Background: an optimization exercise with open tools, aiming at small area. Do not read the settings as production practice. Where RTL was checked, it was by simulation tests only, not by an equivalence proof against the original. The flow treats the clock pin as an ideal source, which a real chip does not have. Power and IR drop assume default switching activity.

==> flow/design.v (excerpt) <==
module spi_master
(
input               clk             ,
input               rst_n           ,
output              SPI4wire_SCK    ,
output              SPI4wire_CS_N   ,
output              SPI4wire_MOSI   ,
input               SPI4wire_MISO   ,
input   [15:0]      par_freq_div    ,
input   [7:0]       par_adr_sclknum ,
input   [7:0]       par_dat_sclknum ,
input               par_cpha        ,
input               par_cpol        ,
input               tx_tvalid       ,
input   [31:0]      tx_tdata        ,
output              tx_tready       ,
output              rx_tvalid       ,
output  [31:0]      rx_tdata
);
For scale: about 62 flip-flops, ~3100 µm² of cells after synthesis.
==> module spi_master, before the edit <==
module spi_master
(
input               clk             ,
input               rst_n           ,
output              SPI4wire_SCK    ,
output              SPI4wire_CS_N   ,
output              SPI4wire_MOSI   ,
input               SPI4wire_MISO   ,
input   [15:0]      par_freq_div    ,
input   [7:0]       par_adr_sclknum ,
input   [7:0]       par_dat_sclknum ,
input               par_cpha        ,
input               par_cpol        ,
input               tx_tvalid       ,
input   [31:0]      tx_tdata        ,
output              tx_tready       ,
output              rx_tvalid       ,
output  [31:0]      rx_tdata
);
localparam IDLE = 2'd0, LEAD = 2'd1, RUN = 2'd3, FIN = 2'd2;
reg [1:0]  state;
reg        tready;
reg        sck;
reg        cs_n;
reg        rvalid;
reg [14:0] half_cnt;    
reg        half;        
reg [5:0]  bit_cnt;     
reg [31:0] shreg;
reg        mosi;
reg        flag;
wire [5:0] sclk_num = par_adr_sclknum[5:0] + par_dat_sclknum[5:0];
wire       accept   = tx_tvalid & tready;
wire       idle     = (state == IDLE);
wire       active   = state[0];
wire       trail    = bit_cnt[5] & bit_cnt[4];
wire       term     = (half_cnt[14:1] == 14'd0) & (half_cnt[0] ^ (half & par_freq_div[0]));
wire       ev_mid   = active & term & ~half;
wire       ev_end   = active & term & half;
wire       in_bits  = (state == RUN) & ~trail;
wire       sample   = in_bits & (par_cpha ? ev_end : ev_mid);
wire       tx_step  = par_cpha ? (ev_mid & ~trail) : (ev_end & ~trail & (bit_cnt != 6'd0));
assign SPI4wire_SCK  = sck;
assign SPI4wire_CS_N = cs_n;
assign SPI4wire_MOSI = mosi;
assign tx_tready     = tready;
assign rx_tvalid     = rvalid;
assign rx_tdata      = shreg;
always @(posedge clk or negedge rst_n)
begin
    if (!rst_n) begin
        state  <= IDLE;
        tready <= 1'b0;
        sck    <= 1'b0;
        cs_n   <= 1'b1;
        rvalid <= 1'b0;
    end else begin
        case (state)
        IDLE: if (accept) state <= LEAD;
        LEAD: if (ev_end) state <= RUN;
        RUN:  if (ev_end & trail) state <= FIN;
        FIN:  state <= IDLE;
        endcase
        tready <= idle & ~accept;
        if (idle)
            sck <= par_cpol;
        else if (term & in_bits)
            sck <= ~sck;
        cs_n   <= ~active | (ev_end & trail);
        rvalid <= (state == FIN) & flag;
    end
end
always @(posedge clk)
begin
    if (~active | term)
        half_cnt <= par_freq_div[15:1];
    else
        half_cnt <= half_cnt - 1'b1;
    half <= active & (half ^ term);
    if (idle)
        bit_cnt <= sclk_num;
    else if (ev_end)
        bit_cnt <= bit_cnt - 1'b1;
end
wire [3:0]  t2 = {1'b0, sclk_num[1] & sclk_num[0], sclk_num[1], sclk_num[1] | sclk_num[0]};
wire [7:0]  t3 = {t2 & {4{sclk_num[2]}}, t2 | {4{sclk_num[2]}}};
wire [15:0] t4 = {t3 & {8{sclk_num[3]}}, t3 | {8{sclk_num[3]}}};
wire        hi = sclk_num[5] | sclk_num[4];
wire [31:0] keep = {(t4 & {16{sclk_num[4]}}) | {16{sclk_num[5]}}, t4 | {16{hi}}};
integer i;
always @(posedge clk)
begin
    if (accept) begin
        for (i = 0; i < 32; i = i + 1)
            shreg[i] <= tx_tdata[i] & keep[31 - i];
        flag <= tx_tdata[31];
    end else if (sample)
        shreg <= {shreg[30:0], SPI4wire_MISO};
    if ((state == LEAD) | tx_step)
        mosi <= shreg[31];
end
endmodule
export LEC_CHECK = 0
export CAP_MARGIN = 20
export CORE_MARGIN = 2
export CORE_UTILIZATION = 65
export SLEW_MARGIN = 20
create_clock -name core_clock -period 6.0 [get_ports {clk}]
standard.sh (not shown) runs the stock make flow with config.mk's settings and CLKGATE_MAP_FILE= SYNTH_SCRIPT=/design/flow/synth_recipe.tcl, a recipe that flattens the netlist after the stock synthesis.
==> flow/flow/run.sh <==
#!/bin/bash
# Standard ORFS layout (standard.sh) with these changes:
#  - synthesis maps logic with an area-oriented ABC script (flow/area.abc);
#    everything else in the synthesis script is the standard flow's own synth_recipe.tcl
#  - port buffers use buf_1
#  - CTS with clkbuf_4 only and no dummy loads; afterwards leaf buffers whose
#    flip-flops see a slow clock edge are upsized to clkbuf_8 (flow/post_cts.tcl)
set -euo pipefail
W=$PWD
{ head -1 synth_recipe.tcl
  echo "proc abc {args} { set i [lsearch \$args -script]; lset args [expr {\$i+1}] $W/flow/area.abc; yosys abc {*}\$args }"
  tail -n +2 synth_recipe.tcl; } > area_synth.tcl
export BUFFER_PORTS_ARGS="-buffer_cell sky130_fd_sc_hd__buf_1"
export CTS_ARGS="-sink_clustering_enable -repair_clock_nets -dont_use_dummy_load -buf_list {sky130_fd_sc_hd__clkbuf_4}"
export POST_CTS_TCL=$W/flow/post_cts.tcl
bash standard.sh SYNTH_SCRIPT=$W/area_synth.tcl finish > standard_flow.log 2>&1
==> flow/flow/area.abc <==
strash
&get -n
&fraig -x
&put
scorr
dc2
strash
dc2
dc2
&get -n
&dch -f
&nf -R 1000
&put
==> flow/flow/post_cts.tcl <==
# After CTS: upsize each leaf clock buffer (one that drives flip-flops) whose
# flip-flop clock pins see a slew above the threshold, then re-legalize.
proc upsize_leaf_clock_buffers { limit_ns bigger } {
  estimate_parasitics -placement
  set n 0
  foreach inst [[ord::get_db_block] getInsts] {
    set m [[$inst getMaster] getName]
    if {![string match sky130_fd_sc_hd__clkbuf_* $m] || $m == $bigger} continue
    set net [[$inst findITerm X] getNet]
    set worst 0.0
    set flops 0
    foreach pin [get_pins -of_objects [get_nets [$net getName]]] {
      if {[get_property $pin direction] != "input"} continue
      if {[get_property $pin name] != "CLK"} continue
      incr flops
      set s [get_property $pin slew_max]
      if {$s > $worst} { set worst $s }
    }
    puts "clock buffer [$inst getName] $m drives $flops flip-flops, worst clock-pin slew $worst"
    if {$flops > 0 && $worst > $limit_ns} {
      $inst swapMaster [[ord::get_db] findMaster $bigger]
      incr n
    }
  }
  puts "upsized $n clock buffers"
  if {$n > 0} {
    detailed_placement
    estimate_parasitics -placement
  }
}
upsize_leaf_clock_buffers 0.095 sky130_fd_sc_hd__clkbuf_8
The first run completed with no timing, DRC or antenna violations.
Next try:
--- a/flow/design.v
+++ b/flow/design.v
@@ -16,29 +16,30 @@
 output              tx_tready       ,
 output              rx_tvalid       ,
 output  [31:0]      rx_tdata
 );
-localparam IDLE = 2'd0, LEAD = 2'd1, RUN = 2'd3, FIN = 2'd2;
-reg [1:0]  state;
-reg        tready;
+localparam I1 = 3'b000, I0 = 3'b001, IR = 3'b010, FN = 3'b011,
+           L1 = 3'b100, LD = 3'b101, RN = 3'b111;
+reg [2:0]  state;
 reg        sck;
-reg        cs_n;
-reg        rvalid;
 reg [14:0] half_cnt;    
 reg        half;        
 reg [5:0]  bit_cnt;     
 reg [31:0] shreg;
 reg        mosi;
 reg        flag;
 wire [5:0] sclk_num = par_adr_sclknum[5:0] + par_dat_sclknum[5:0];
+wire       tready   = (state == I1);
+wire       rvalid   = (state == IR);
+wire       cs_n     = ~(state[2] & state[0]);
 wire       accept   = tx_tvalid & tready;
-wire       idle     = (state == IDLE);
-wire       active   = state[0];
+wire       idle     = ~state[2] & ~(state[1] & state[0]);
+wire       active   = state[2];    
 wire       trail    = bit_cnt[5] & bit_cnt[4];
 wire       term     = (half_cnt[14:1] == 14'd0) & (half_cnt[0] ^ (half & par_freq_div[0]));
 wire       ev_mid   = active & term & ~half;
 wire       ev_end   = active & term & half;
-wire       in_bits  = (state == RUN) & ~trail;
+wire       in_bits  = state[2] & state[1] & ~trail;
 wire       sample   = in_bits & (par_cpha ? ev_end : ev_mid);
 wire       tx_step  = par_cpha ? (ev_mid & ~trail) : (ev_end & ~trail & (bit_cnt != 6'd0));
 assign SPI4wire_SCK  = sck;
 assign SPI4wire_CS_N = cs_n;
@@ -48,27 +49,24 @@
 assign rx_tdata      = shreg;
 always @(posedge clk or negedge rst_n)
 begin
     if (!rst_n) begin
-        state  <= IDLE;
-        tready <= 1'b0;
+        state  <= I0;
         sck    <= 1'b0;
-        cs_n   <= 1'b1;
-        rvalid <= 1'b0;
     end else begin
         case (state)
-        IDLE: if (accept) state <= LEAD;
-        LEAD: if (ev_end) state <= RUN;
-        RUN:  if (ev_end & trail) state <= FIN;
-        FIN:  state <= IDLE;
+        I0, IR: state <= I1;
+        I1: if (tx_tvalid) state <= L1;
+        L1: state <= LD;
+        LD: if (ev_end) state <= RN;
+        RN: if (ev_end & trail) state <= FN;
+        FN: state <= flag ? IR : I0;
+        default: state <= I0;
         endcase
-        tready <= idle & ~accept;
         if (idle)
             sck <= par_cpol;
         else if (term & in_bits)
             sck <= ~sck;
-        cs_n   <= ~active | (ev_end & trail);
-        rvalid <= (state == FIN) & flag;
     end
 end
 always @(posedge clk)
 begin
@@ -95,8 +93,8 @@
             shreg[i] <= tx_tdata[i] & keep[31 - i];
         flag <= tx_tdata[31];
     end else if (sample)
         shreg <= {shreg[30:0], SPI4wire_MISO};
-    if ((state == LEAD) | tx_step)
+    if ((state[2] & ~state[1]) | tx_step)
         mosi <= shreg[31];
 end
 endmodule
- The new run passed the timing, design-rule and antenna checks
- non-clock buffer count is unchanged
- routed wire length is about the same
- cell area drops by 1.8%
- global-route usage drops by 0.40 points
- power climbs by 84%
- combinational power climbs to 4.4 times its value
- setup slack is worse by 0.66 ns
- register-to-register slack is better by 0.10 ns
- first-iteration DRC count climbs by 5.3%
- hold slack is worse by 0.018 ns
- fmax drops by 15%
- sequential power climbs by 53%
The RTL of the second run of this note was laid out without a check of its function.

The RTL this note starts from:
==> flow/design.v <==
module spi_master
(
input               clk             ,
input               rst_n           ,
output              SPI4wire_SCK    ,
output              SPI4wire_CS_N   ,
output              SPI4wire_MOSI   ,
input               SPI4wire_MISO   ,
input   [15:0]      par_freq_div    ,
input   [7:0]       par_adr_sclknum ,
input   [7:0]       par_dat_sclknum ,
input               par_cpha        ,
input               par_cpol        ,
input               tx_tvalid       ,
input   [31:0]      tx_tdata        ,
output              tx_tready       ,
output              rx_tvalid       ,
output  [31:0]      rx_tdata
);
localparam I0 = 3'b000, I1 = 3'b001, IR = 3'b010, FN = 3'b011,
           L1 = 3'b100, LD = 3'b101, RN = 3'b111;
reg [2:0]  state;
reg        sck;
reg [14:0] half_cnt;    
reg        half;        
reg [5:0]  bit_cnt;     
reg [31:0] shreg;
reg        mosi;
reg        flag;
wire [5:0] sclk_num = par_adr_sclknum[5:0] + par_dat_sclknum[5:0];
wire       tready   = (state == I1);
wire       rvalid   = (state == IR);
wire       cs_n     = ~(state[2] & state[0]);
wire       accept   = tx_tvalid & tready;
wire       idle     = ~state[2] & ~(state[1] & state[0]);
wire       active   = state[2];
wire       trail    = bit_cnt[5] & bit_cnt[4];
wire       term     = (half_cnt[14:1] == 14'd0) & (half_cnt[0] ^ (half & par_freq_div[0]));
wire       ev_mid   = active & term & ~half;
wire       ev_end   = active & term & half;
wire       in_bits  = state[2] & state[1] & ~trail;
wire       sample   = in_bits & (par_cpha ? ev_end : ev_mid);
wire       tx_step  = par_cpha ? (ev_mid & ~trail) : (ev_end & ~trail & (bit_cnt != 6'd0));
assign SPI4wire_SCK  = sck;
assign SPI4wire_CS_N = cs_n;
assign SPI4wire_MOSI = mosi;
assign tx_tready     = tready;
assign rx_tvalid     = rvalid;
assign rx_tdata      = shreg;
always @(posedge clk or negedge rst_n)
begin
    if (!rst_n) begin
        state  <= I0;
        sck    <= 1'b0;
    end else begin
        case (state)
        I0, IR: state <= I1;
        I1: if (tx_tvalid) state <= L1;
        L1: state <= LD;
        LD: if (ev_end) state <= RN;
        RN: if (ev_end & trail) state <= FN;
        FN: state <= flag ? IR : I0;
        default: state <= I0;
        endcase
        if (idle)
            sck <= par_cpol;
        else if (term & in_bits)
            sck <= ~sck;
    end
end
always @(posedge clk)
begin
    if (~active | term)
        half_cnt <= par_freq_div[15:1];
    else
        half_cnt <= half_cnt - 1'b1;
    half <= active & (half ^ term);
    if (idle)
        bit_cnt <= sclk_num;
    else if (ev_end)
        bit_cnt <= bit_cnt - 1'b1;
end
wire [3:0]  t2 = {1'b0, sclk_num[1] & sclk_num[0], sclk_num[1], sclk_num[1] | sclk_num[0]};
wire [7:0]  t3 = {t2 & {4{sclk_num[2]}}, t2 | {4{sclk_num[2]}}};
wire [15:0] t4 = {t3 & {8{sclk_num[3]}}, t3 | {8{sclk_num[3]}}};
wire        hi = sclk_num[5] | sclk_num[4];
wire [31:0] keep = {(t4 & {16{sclk_num[4]}}) | {16{sclk_num[5]}}, t4 | {16{hi}}};
integer i;
always @(posedge clk)
begin
    if (accept) begin
        for (i = 0; i < 32; i = i + 1)
            shreg[i] <= tx_tdata[i] & keep[31 - i];
        flag <= tx_tdata[31];
    end else if (sample)
        shreg <= {shreg[30:0], SPI4wire_MISO};
    if ((state[2] & ~state[1]) | tx_step)
        mosi <= shreg[31];
end
endmodule
clock: 6.0 ns
lec_check: 0
cap_margin: 20
core_margin: 2
core_utilization: 65
slew_margin: 20
Scripts as last shown in full above: flow/flow/run.sh, flow/flow/area.abc, flow/flow/post_cts.tcl
The first run finished clean.
Change:
--- a/flow/design.v
+++ b/flow/design.v
@@ -15,11 +15,11 @@
 input   [31:0]      tx_tdata        ,
 output              tx_tready       ,
 output              rx_tvalid       ,
 output  [31:0]      rx_tdata
 );
-localparam I0 = 3'b000, I1 = 3'b001, IR = 3'b010, FN = 3'b011,
+localparam I1 = 3'b000, I0 = 3'b001, IR = 3'b010, FN = 3'b011,
            L1 = 3'b100, LD = 3'b101, RN = 3'b111;
 reg [2:0]  state;
 reg        sck;
 reg [14:0] half_cnt;    
 reg        half;        
@@ -31,18 +31,18 @@
 wire       tready   = (state == I1);
 wire       rvalid   = (state == IR);
 wire       cs_n     = ~(state[2] & state[0]);
 wire       accept   = tx_tvalid & tready;
 wire       idle     = ~state[2] & ~(state[1] & state[0]);
-wire       active   = state[2];
-wire       trail    = bit_cnt[5] & bit_cnt[4];
+wire       active   = state[2];    
 wire       term     = (half_cnt[14:1] == 14'd0) & (half_cnt[0] ^ (half & par_freq_div[0]));
 wire       ev_mid   = active & term & ~half;
 wire       ev_end   = active & term & half;
-wire       in_bits  = state[2] & state[1] & ~trail;
+wire       last_end = bit_cnt[5] & ~bit_cnt[0];           
+wire       in_bits  = state[2] & state[1] & (half ? ~last_end : ~bit_cnt[5]);
 wire       sample   = in_bits & (par_cpha ? ev_end : ev_mid);
-wire       tx_step  = par_cpha ? (ev_mid & ~trail) : (ev_end & ~trail & (bit_cnt != 6'd0));
+wire       tx_step  = ~bit_cnt[5] & (par_cpha ? ev_mid : ev_end);
 assign SPI4wire_SCK  = sck;
 assign SPI4wire_CS_N = cs_n;
 assign SPI4wire_MOSI = mosi;
 assign tx_tready     = tready;
 assign rx_tvalid     = rvalid;
@@ -56,11 +56,11 @@
         case (state)
         I0, IR: state <= I1;
         I1: if (tx_tvalid) state <= L1;
         L1: state <= LD;
         LD: if (ev_end) state <= RN;
-        RN: if (ev_end & trail) state <= FN;
+        RN: if (ev_end & last_end) state <= FN;
         FN: state <= flag ? IR : I0;
         default: state <= I0;
         endcase
         if (idle)
             sck <= par_cpol;
@@ -75,11 +75,11 @@
     else
         half_cnt <= half_cnt - 1'b1;
     half <= active & (half ^ term);
     if (idle)
         bit_cnt <= sclk_num;
-    else if (ev_end)
+    else if (ev_mid)
         bit_cnt <= bit_cnt - 1'b1;
 end
 wire [3:0]  t2 = {1'b0, sclk_num[1] & sclk_num[0], sclk_num[1], sclk_num[1] | sclk_num[0]};
 wire [7:0]  t3 = {t2 & {4{sclk_num[2]}}, t2 | {4{sclk_num[2]}}};
 wire [15:0] t4 = {t3 & {8{sclk_num[3]}}, t3 | {8{sclk_num[3]}}};
Total power rises by 72%.
Setup slack improves by 0.093 ns.
Utilization went up by 2.9 points.
Final area goes down by 1.1%.
Sequential share of layout area grows by 0.55 points.
Count of clock-buffer cells in the layout is unchanged.
Synthesized cell count decreases by 3.2%.

[afterwards: timing with drivers on the ports]
How much do the figures lean on ideal ports? The routed layouts below were timed once more, with nothing changed but the port constraints. Step 1, drivers: a clkbuf_16 drives clk and a buf_2 each remaining input, both assumed. Step 2 times the ports against the registers' clock, not the clock port: input delays grow and output delays shrink by t, the midpoint of the rising clock arrivals with the driver on. a / b / c = ideal ports / drivers / drivers and shift; a / b = the first two.
| run | t, ns | setup slack, ns | worst hold slack (ns) | pins driven straight from the clock port |
|---|---|---|---|---|
| the first run of note 1 | 0.430 | 2.327 / 2.337 / 1.906 | 0.452 / 0.452 / 0.452 | 1 |
| the second run of note 1 | 0.423 | 1.667 / 1.669 / 1.245 | 0.434 / 0.434 / 0.434 | 1 |
| the first run of note 2 | 0.403 | 2.294 / 2.293 / 1.890 | 0.497 / 0.497 / 0.497 | 1 |
| the second run of note 2 | 0.415 | 2.387 / 2.385 / 1.970 | 0.462 / 0.462 / 0.462 | 1 |
After both steps setup and hold are still met in every run listed. The setup slack of the second run of note 1, which loses most, moves by +0.002 ns with the drivers and by -0.422 ns with both steps.
